This design comes from an exercise in tuning for small area on the open sky130 flow, not from production work.
Function was checked by simulation only, so behaviour that the tests miss may differ from the original.
Power is estimated from default activity; no workload was simulated.

==> v36: inputs <==
==> flow/design.v <==
module BRANCH_PREDICTOR
    #(parameter DELAY = 7)
    (input clk,
    input reset,
    input stall,
    input [31:0] if_pc,
    input [31:0] if_instr,
    input [31:0] id_pc,
    input [31:0] alt_address,
    input is_link,
    input is_branch,
    input is_taken,
    output reg take,
    output reg flush,
    output reg [31:0] alt_pc);
    integer i;
    wire adv = ~stall;
    reg clr;
    always @(posedge clk or negedge reset)
        if (!reset) clr <= 1'b1;
        else        clr <= 1'b0;
    wire nclr  = ~clr;
    wire s_mv  = adv & nclr;       
    wire s_hld = stall & nclr;     
    reg  [41:0] ipc;
    always @(posedge clk)
        ipc <= ({{6{adv}}, {36{s_mv}}} & {if_pc[7:2], ipc[41:6]}) | ({42{s_hld}} & ipc);
    wire [5:0] u_idx = ipc[5:0] & {6{nclr}};
    reg  [14:0] ghr;
    reg  [6:0]  gbr;
    always @(posedge clk or negedge reset) begin
        if (!reset) begin
            ghr <= 15'd0;
            gbr <= 7'd0;
        end
        else if (adv) begin
            if (is_branch) ghr <= {is_taken, ghr[14:1]};
            gbr <= {is_branch, gbr[6:1]};
        end
    end
    wire [2:0] gnb = gbr[0] + gbr[1] + gbr[2] + gbr[3] + gbr[4] + gbr[5] + gbr[6];
    wire [14:0] gsh = ghr >> (3'd7 - gnb);
    wire [7:0] ghist = ghr[14:7];
    wire [7:0] gu    = gsh[7:0];
    reg  [255:0] GA, GB;
    wire g_pred = GA[ghist] & nclr;
    wire ga_u   = GA[gu] & nclr;
    wire gb_u   = GB[gu] & nclr;
    wire gna    = (ga_u & gb_u) | (ga_u & is_taken) | (gb_u & is_taken);
    wire gnb_   = (ga_u & ~gb_u) | (ga_u & is_taken) | (~gb_u & is_taken);
    wire [255:0] gdec = (adv & is_branch) ? (256'd1 << gu) : 256'd0;
    wire [255:0] gkeep = ~gdec & {256{nclr}};
    always @(posedge clk) begin
        GA <= (gdec & {256{gna}})  | (gkeep & GA);
        GB <= (gdec & {256{gnb_}}) | (gkeep & GB);
    end
    reg  [511:0] LH;                       
    wire [7:0] lh_rd = LH[if_pc[7:2] * 8 +: 8] & {8{nclr}};
    reg  [55:0] lpp;                       
    always @(posedge clk)
        lpp <= ({{8{adv}}, {48{s_mv}}} & {lh_rd, lpp[55:8]}) | ({56{s_hld}} & lpp);
    wire [7:0] lu = lpp[7:0] & {8{nclr}};
    wire [7:0] lh_new = {is_taken, lu[7:1]};
    wire [63:0] ldec = (adv & is_branch) ? (64'd1 << u_idx) : 64'd0;
    reg  [511:0] lh_d;
    always @* begin
        for (i = 0; i < 64; i = i + 1)
            lh_d[i*8 +: 8] = ({8{ldec[i]}} & lh_new) | ({8{~ldec[i] & nclr}} & LH[i*8 +: 8]);
    end
    always @(posedge clk) LH <= lh_d;
    reg  [255:0] LA, LB;
    wire l_pred = LA[lh_rd] & nclr;
    wire la_u   = LA[lu] & nclr;
    wire lb_u   = LB[lu] & nclr;
    wire lna    = (la_u & lb_u) | (la_u & is_taken) | (lb_u & is_taken);
    wire lnb    = (la_u & ~lb_u) | (la_u & is_taken) | (~lb_u & is_taken);
    wire [255:0] ltdec = (adv & is_branch) ? (256'd1 << lu) : 256'd0;
    wire [255:0] ltkeep = ~ltdec & {256{nclr}};
    always @(posedge clk) begin
        LA <= (ltdec & {256{lna}}) | (ltkeep & LA);
        LB <= (ltdec & {256{lnb}}) | (ltkeep & LB);
    end
    reg  [6:0] pg, pl;
    always @(posedge clk) begin
        pg <= ({adv, {6{s_mv}}} & {g_pred, pg[6:1]}) | ({7{s_hld}} & pg);
        pl <= ({adv, {6{s_mv}}} & {l_pred, pl[6:1]}) | ({7{s_hld}} & pl);
    end
    wire pg0 = pg[0] & nclr;
    wire pl0 = pl[0] & nclr;
    reg  [63:0] MA, MB;
    wire m_sel  = MA[if_pc[7:2]] & nclr;
    wire meta_pred = m_sel ? g_pred : l_pred;
    wire m_up   = is_taken ? pg0 : pl0;
    wire ma_u   = MA[u_idx] & nclr;
    wire mb_u   = MB[u_idx] & nclr;
    wire mna    = (ma_u & mb_u) | (ma_u & m_up) | (mb_u & m_up);
    wire mnb    = (ma_u & ~mb_u) | (ma_u & m_up) | (~mb_u & m_up);
    wire [63:0] mdec = (adv & is_branch & (pg0 ^ pl0)) ? (64'd1 << u_idx) : 64'd0;
    wire [63:0] mkeep = ~mdec & {64{nclr}};
    always @(posedge clk) begin
        MA <= (mdec & {64{mna}}) | (mkeep & MA);
        MB <= (mdec & {64{mnb}}) | (mkeep & MB);
    end
    reg  [15:0] lru;
    reg  [15:0] v1, v0;
    reg  [57:0] W1 [0:15];
    reg  [57:0] W0 [0:15];
    wire [3:0]  b_if = if_pc[5:2];
    wire [3:0]  b_up = u_idx[3:0];
    wire        lru_u = lru[b_up];
    wire        b_upd = adv & is_branch & is_taken;
    wire [57:0] w1_rd = W1[b_if];
    wire [57:0] w0_rd = W0[b_if];
    wire        t1 = (w1_rd[57:32] == if_pc[31:6]) & v1[b_if] & nclr;
    wire        t2 = (w0_rd[57:32] == if_pc[31:6]) & v0[b_if] & nclr;
    wire        btb_hit = t1 | t2;
    wire [31:0] btb_pc  = t1 ? w1_rd[31:0] : w0_rd[31:0];
    wire [15:0] bdec  = b_upd ? (16'd1 << b_up) : 16'd0;
    wire [15:0] bw1   = bdec & ~lru;
    wire [15:0] bw0   = bdec & lru;
    always @(posedge clk) begin
        v1 <= bw1 | (v1 & {16{nclr}});
        v0 <= bw0 | (v0 & {16{nclr}});
        for (i = 0; i < 16; i = i + 1) begin
            if (bw1[i]) W1[i] <= {id_pc[31:6], alt_address};
            if (bw0[i]) W0[i] <= {id_pc[31:6], alt_address};
        end
    end
    always @(posedge clk or negedge reset) begin
        if (!reset) lru <= 16'd0;
        else if (adv) begin
            for (i = 0; i < 16; i = i + 1) begin
                if (i == b_if) begin
                    if (t1)      lru[i] <= 1'b1;
                    else if (t2) lru[i] <= 1'b0;
                end
                else if (i == b_up) lru[i] <= ~lru[i];
            end
        end
    end
    reg  [31:0] RS [0:7];
    reg  [2:0]  rtp;
    reg  [3:0]  rn;
    wire [31:0] id8   = id_pc + 32'd8;
    wire [31:0] r_top = RS[rtp];
    wire        r_avail = (rn != 4'd0) & (r_top != 32'd0);
    wire        jr31  = (if_instr[31:26] == 6'b000000) & (if_instr[5:0] == 6'b001000) & (if_instr[25:21] == 5'b11111);
    wire        ras_hit = jr31 & r_avail;
    wire        r_push = is_link & ~ras_hit;
    wire        r_pop  = ras_hit & ~is_link;
    wire [31:0] ras_pc = is_link ? id8 : r_top;
    wire [2:0]  r_wp = rtp + 3'd1;
    always @(posedge clk)
        for (i = 0; i < 8; i = i + 1)
            if (adv & r_push & (r_wp == i)) RS[i] <= id8;
    always @(posedge clk or negedge reset) begin
        if (!reset) begin
            rtp <= 3'd0;
            rn  <= 4'd0;
        end
        else if (adv) begin
            if (r_push) begin
                rtp <= r_wp;
                if (rn != 4'd8) rn <= rn + 4'd1;
            end
            else if (r_pop) begin
                rtp <= rtp - 3'd1;
                rn  <= rn - 4'd1;
            end
        end
    end
    reg  [223:0] pp;
    wire padv = adv & ~flush;
    wire p_mv  = padv & nclr;
    wire p_hld = ~padv & nclr;
    wire [31:0] pp0 = pp[31:0] & {32{nclr}};
    wire [31:0] id4 = id_pc + 32'd4;
    wire mispred = is_branch & (is_taken ? (pp0 != alt_address) : (pp0 != id4));
    wire req_alt = (btb_hit & meta_pred) | ras_hit;
    wire [31:0] req_pc = ras_hit ? ras_pc : btb_pc;
    wire [31:0] next_pc = mispred ? (is_taken ? alt_address : id8) :
                          (req_alt ? req_pc : if_pc + 32'd4);
    always @(posedge clk)
        pp <= ({{32{padv}}, {192{p_mv}}} & {next_pc, pp[223:32]}) | ({224{p_hld}} & pp);
    always @(posedge clk or negedge reset) begin
        if (!reset) begin
            take   <= 1'b0;
            flush  <= 1'b0;
            alt_pc <= 32'd0;
        end
        else if (adv) begin
            if (!flush) begin
                take   <= req_alt | mispred;
                flush  <= mispred;
                alt_pc <= next_pc;
            end
            else begin
                take   <= 1'b0;
                flush  <= mispred;
                alt_pc <= 32'd0;
            end
        end
    end
endmodule
==> flow/run.sh <==
#!/bin/bash
# synth_recipe.tcl (not shown) runs the flow's synth.tcl, then flattens the netlist and writes it again
# the make line also repeats each setting of config.mk as NAME=value (left out here)
make -C /OpenROAD-flow-scripts/flow DESIGN_CONFIG=/design/flow/config.mk WORK_HOME=/design/flow/orfs CLKGATE_MAP_FILE= SYNTH_SCRIPT=/design/flow/synth_recipe.tcl finish
==> flow/config.mk <==
export PLATFORM = sky130hd
export DESIGN_NAME = BRANCH_PREDICTOR
export DESIGN_NICKNAME = BRANCH_PREDICTOR
export VERILOG_FILES = /design/flow/design.v
export SDC_FILE = /design/flow/constraint.sdc
export NUM_CORES = 4
export LEC_CHECK = 0
export CAP_MARGIN = 30
export CORE_MARGIN = 2
export CORE_UTILIZATION = 35
export PLACE_DENSITY = 0.45
export SLEW_MARGIN = 45
==> flow/constraint.sdc <==
create_clock -name core_clock -period 12.0 [get_ports {clk}]
set_input_delay 2.4000 -clock core_clock [delete_from_list [all_inputs] [get_ports {clk}]]
set_output_delay 2.4000 -clock core_clock [all_outputs]
set_load 0.01 [all_outputs]
==> inputs of v8, as changes to v36 <==
==> flow/design.v (replaced) <==
module BRANCH_PREDICTOR
    #(parameter DELAY = 7)
    (input clk,
    input reset,
    input stall,
    input [31:0] if_pc,
    input [31:0] if_instr,
    input [31:0] id_pc,
    input [31:0] alt_address,
    input is_link,
    input is_branch,
    input is_taken,
    output reg take,
    output reg flush,
    output [31:0] alt_pc);
    integer i;
    wire adv = ~stall;
    reg clr;
    always @(posedge clk or negedge reset)
        if (!reset) clr <= 1'b1;
        else        clr <= 1'b0;
    wire nclr  = ~clr;
    reg  [6:0] va;
    always @(posedge clk or negedge reset)
        if (!reset)   va <= 7'd0;
        else if (adv) va <= {1'b1, va[6:1]};
    wire v0 = va[0];
    reg  [41:0] ipc;
    always @(posedge clk)
        if (adv) ipc <= {if_pc[7:2], ipc[41:6]};
    wire [5:0] u_idx = ipc[5:0] & {6{v0}};
    reg  [14:0] ghr;
    reg  [6:0]  gbr;
    always @(posedge clk or negedge reset) begin
        if (!reset) begin
            ghr <= 15'd0;
            gbr <= 7'd0;
        end
        else if (adv) begin
            if (is_branch) ghr <= {is_taken, ghr[14:1]};
            gbr <= {is_branch, gbr[6:1]};
        end
    end
    wire [2:0] gnb = gbr[0] + gbr[1] + gbr[2] + gbr[3] + gbr[4] + gbr[5] + gbr[6];
    wire [14:0] gsh = ghr >> (3'd7 - gnb);
    wire [7:0] ghist = ghr[14:7];
    wire [7:0] gu    = gsh[7:0];
    reg  [255:0] GA, GB;
    wire g_pred = GA[ghist] & nclr;
    wire ga_u   = GA[gu] & nclr;
    wire gb_u   = GB[gu] & nclr;
    wire gna    = (ga_u & gb_u) | (ga_u & is_taken) | (gb_u & is_taken);
    wire gnb_   = (ga_u & ~gb_u) | (ga_u & is_taken) | (~gb_u & is_taken);
    wire [255:0] gdec = (adv & is_branch) ? (256'd1 << gu) : 256'd0;
    wire [255:0] gen  = gdec | {256{clr}};
    always @(posedge clk)
        for (i = 0; i < 256; i = i + 1)
            if (gen[i]) begin
                GA[i] <= gna;
                GB[i] <= gnb_ & (nclr | ((i == 0) & gdec[0]));
            end
    reg  [511:0] LH;                       
    wire [7:0] lh_rd = LH[if_pc[7:2] * 8 +: 8] & {8{nclr}};
    reg  [55:0] lpp;                       
    always @(posedge clk)
        if (adv) lpp <= {lh_rd, lpp[55:8]};
    wire [7:0] lu = lpp[7:0] & {8{v0}};
    wire [7:0] lh_new = {is_taken, lu[7:1]};
    wire [63:0] ldec = (adv & is_branch) ? (64'd1 << u_idx) : 64'd0;
    wire [63:0] lhen = ldec | {64{clr}};
    always @(posedge clk)
        for (i = 0; i < 64; i = i + 1)
            if (lhen[i]) LH[i*8 +: 8] <= {lh_new[7] & (nclr | ((i == 0) & ldec[0])), lh_new[6:0]};
    reg  [255:0] LA, LB;
    wire l_pred = LA[lh_rd] & nclr;
    wire la_u   = LA[lu] & nclr;
    wire lb_u   = LB[lu] & nclr;
    wire lna    = (la_u & lb_u) | (la_u & is_taken) | (lb_u & is_taken);
    wire lnb    = (la_u & ~lb_u) | (la_u & is_taken) | (~lb_u & is_taken);
    wire [255:0] ltdec = (adv & is_branch) ? (256'd1 << lu) : 256'd0;
    wire [255:0] lten  = ltdec | {256{clr}};
    always @(posedge clk)
        for (i = 0; i < 256; i = i + 1)
            if (lten[i]) begin
                LA[i] <= lna;
                LB[i] <= lnb & (nclr | ((i == 0) & ltdec[0]));
            end
    reg  [6:0] pg, pl;
    always @(posedge clk)
        if (adv) begin
            pg <= {g_pred, pg[6:1]};
            pl <= {l_pred, pl[6:1]};
        end
    wire pg0 = pg[0] & v0;
    wire pl0 = pl[0] & v0;
    reg  [63:0] MA, MB;
    wire m_sel  = MA[if_pc[7:2]] & nclr;
    wire meta_pred = m_sel ? g_pred : l_pred;
    wire m_up   = is_taken ? pg0 : pl0;
    wire ma_u   = MA[u_idx] & nclr;
    wire mb_u   = MB[u_idx] & nclr;
    wire mna    = (ma_u & mb_u) | (ma_u & m_up) | (mb_u & m_up);
    wire mnb    = (ma_u & ~mb_u) | (ma_u & m_up) | (~mb_u & m_up);
    wire [63:0] mdec = (adv & is_branch & (pg0 ^ pl0)) ? (64'd1 << u_idx) : 64'd0;
    wire [63:0] men  = mdec | {64{clr}};
    always @(posedge clk)
        for (i = 0; i < 64; i = i + 1)
            if (men[i]) begin
                MA[i] <= mna;
                MB[i] <= mnb;
            end
    reg  [15:0] lru;
    reg  [15:0] bv1, bv0;
    reg  [57:0] W1 [0:15];
    reg  [57:0] W0 [0:15];
    wire [3:0]  b_if = if_pc[5:2];
    wire [3:0]  b_up = u_idx[3:0];
    wire        lru_u = lru[b_up];
    wire        b_upd = adv & is_branch & is_taken;
    wire [57:0] w1_rd = W1[b_if];
    wire [57:0] w0_rd = W0[b_if];
    wire        t1 = (w1_rd[57:32] == if_pc[31:6]) & bv1[b_if];
    wire        t2 = (w0_rd[57:32] == if_pc[31:6]) & bv0[b_if];
    wire        btb_hit = t1 | t2;
    wire [31:0] btb_pc  = t1 ? w1_rd[31:0] : w0_rd[31:0];
    wire [15:0] bdec  = b_upd ? (16'd1 << b_up) : 16'd0;
    wire [15:0] bw1   = bdec & ~lru;
    wire [15:0] bw0   = bdec & lru;
    always @(posedge clk or negedge reset)
        if (!reset) begin
            bv1 <= 16'd0;
            bv0 <= 16'd0;
        end
        else begin
            bv1 <= bv1 | bw1;
            bv0 <= bv0 | bw0;
        end
    always @(posedge clk) begin
        for (i = 0; i < 16; i = i + 1) begin
            if (bw1[i]) W1[i] <= {id_pc[31:6], alt_address};
            if (bw0[i]) W0[i] <= {id_pc[31:6], alt_address};
        end
    end
    always @(posedge clk or negedge reset) begin
        if (!reset) lru <= 16'd0;
        else if (adv) begin
            for (i = 0; i < 16; i = i + 1) begin
                if (i == b_if) begin
                    if (t1)      lru[i] <= 1'b1;
                    else if (t2) lru[i] <= 1'b0;
                end
                else if (i == b_up) lru[i] <= ~lru[i];
            end
        end
    end
    reg  [31:0] RS [0:7];
    reg  [2:0]  rtp;
    reg  [3:0]  rn;
    wire [31:0] id8   = id_pc + 32'd8;
    wire [31:0] r_top = RS[rtp];
    wire        r_avail = (rn != 4'd0) & (r_top != 32'd0);
    wire        jr31  = (if_instr[31:26] == 6'b000000) & (if_instr[5:0] == 6'b001000) & (if_instr[25:21] == 5'b11111);
    wire        ras_hit = jr31 & r_avail;
    wire        r_push = is_link & ~ras_hit;
    wire        r_pop  = ras_hit & ~is_link;
    wire [31:0] ras_pc = is_link ? id8 : r_top;
    wire [2:0]  r_wp = rtp + 3'd1;
    always @(posedge clk)
        for (i = 0; i < 8; i = i + 1)
            if (adv & r_push & (r_wp == i)) RS[i] <= id8;
    always @(posedge clk or negedge reset) begin
        if (!reset) begin
            rtp <= 3'd0;
            rn  <= 4'd0;
        end
        else if (adv) begin
            if (r_push) begin
                rtp <= r_wp;
                if (rn != 4'd8) rn <= rn + 4'd1;
            end
            else if (r_pop) begin
                rtp <= rtp - 3'd1;
                rn  <= rn - 4'd1;
            end
        end
    end
    reg  [223:0] pp;
    reg  [6:0]   vp;
    wire padv = adv & ~flush;
    always @(posedge clk or negedge reset)
        if (!reset)    vp <= 7'd0;
        else if (padv) vp <= {1'b1, vp[6:1]};
    wire [31:0] pp0 = pp[31:0] & {32{vp[0]}};
    wire [31:0] id4 = id_pc + 32'd4;
    wire mispred = is_branch & (is_taken ? (pp0 != alt_address) : (pp0 != id4));
    wire req_alt = (btb_hit & meta_pred) | ras_hit;
    wire [31:0] req_pc = ras_hit ? ras_pc : btb_pc;
    wire [31:0] next_pc = mispred ? (is_taken ? alt_address : id8) :
                          (req_alt ? req_pc : if_pc + 32'd4);
    always @(posedge clk)
        if (padv) pp <= {next_pc, pp[223:32]};
    reg az;
    always @(posedge clk or negedge reset) begin
        if (!reset) begin
            take  <= 1'b0;
            flush <= 1'b0;
            az    <= 1'b1;
        end
        else if (adv) begin
            take  <= ~flush & (req_alt | mispred);
            flush <= mispred;
            az    <= flush;
        end
    end
    assign alt_pc = pp[223:192] & {32{~az}};
endmodule
==> flow/flow/run.sh (new file) <==
#!/bin/bash
# The standard layout (standard.sh, unchanged synthesis and steps), with one
# change in clock tree synthesis: no dummy loads, and larger sink clusters.
# make's full output goes to standard.log in this folder; ORFS keeps each
# step's own log under orfs/logs.
set -euo pipefail
export CTS_ARGS="-sink_clustering_enable -repair_clock_nets -dont_use_dummy_load -buf_list sky130_fd_sc_hd__clkbuf_16 -sink_clustering_size 28 -sink_clustering_max_diameter 60"
bash standard.sh > standard.log 2>&1
==> flow/standard.sh (new file) <==
#!/bin/bash
# synth_recipe.tcl (not shown) runs the flow's synth.tcl, then flattens the netlist and writes it again
# the make line also repeats each setting of config.mk as NAME=value (left out here)
make -C /OpenROAD-flow-scripts/flow DESIGN_CONFIG=/design/flow/config.mk WORK_HOME=/design/flow/orfs CLKGATE_MAP_FILE= SYNTH_SCRIPT=/design/flow/synth_recipe.tcl "${@:-finish}"
CAP_MARGIN = 20   (was 30)
CORE_UTILIZATION = 50   (was 35)
PLACE_DENSITY = 0.6   (was 0.45)
SLEW_MARGIN = 20   (was 45)
removed: flow/run.sh
==> run summary <==
| quantity | v36 | v8 |
|---|---|---|
| Run status | complete, no violations | complete, no violations |
| Area Growth Syn to Fin | 14.62% | 8.390% |
| Number of global-route vias before repair | 127.6k | 105.7k |
| Sequential power share | 44.0% | 53.7% |
| Static leakage power | 68.78 nW | 60.51 nW |
| Launch instance of the worst min-delay path | pp[71] | lpp[8] |
| EDFF count, synth | 2112 | 4112 |
| Proportion of cell area spent on the clock network | 7.499% | 3.920% |
| Placed Instances | 22.58k | 15.71k |
| DRT iter0 DRCs | 13.53k | 17.44k |
| Adder and majority cell fraction of the synthesized area | 0.2122% | 0.2212% |
| Launching element of the worst setup path | if_pc[6] | id_pc[10] |
| Worst hold path stage count | 2 | 0 |
| DR vias/cell | 5.745 | 6.879 |
| Total routing usage reported by global routing | 26.37% | 31.51% |
| Post-Syn Nets | 16.63k | 11.64k |
| Crit Reg-Reg Endpoint | GA[150] | GB[74] |

## static timing again, ports no longer ideal
Ports are ideal in the flow. The routed layouts listed here were re-timed in OpenROAD.
Step 1 assumes that a clkbuf_16 drives the clock port and a buf_2 every other input.
Step 2 also shifts input and output timing later by t, the mid clock arrival at the registers, as if the neighbouring blocks saw the same clock.
Three values: ideal ports, drivers, drivers and shift; two values: the first two.
| run | t (ns) | setup slack, ns | worst hold slack (ns) | worst data-port slew with drivers (ns) |
|---|---|---|---|---|
| v36 | 1.131 | 3.554 / 3.600 / 2.523 | 0.393 / 0.393 / 0.393 | 0.19 |
| v8 | 1.018 | 2.865 / 2.947 / 1.929 | 0.367 / 0.367 / 0.367 | 0.25 |
After both steps every run listed still meets setup and hold. The setup slack of v36, which loses most, moves by +0.046 ns with the drivers and by -1.031 ns with both steps.
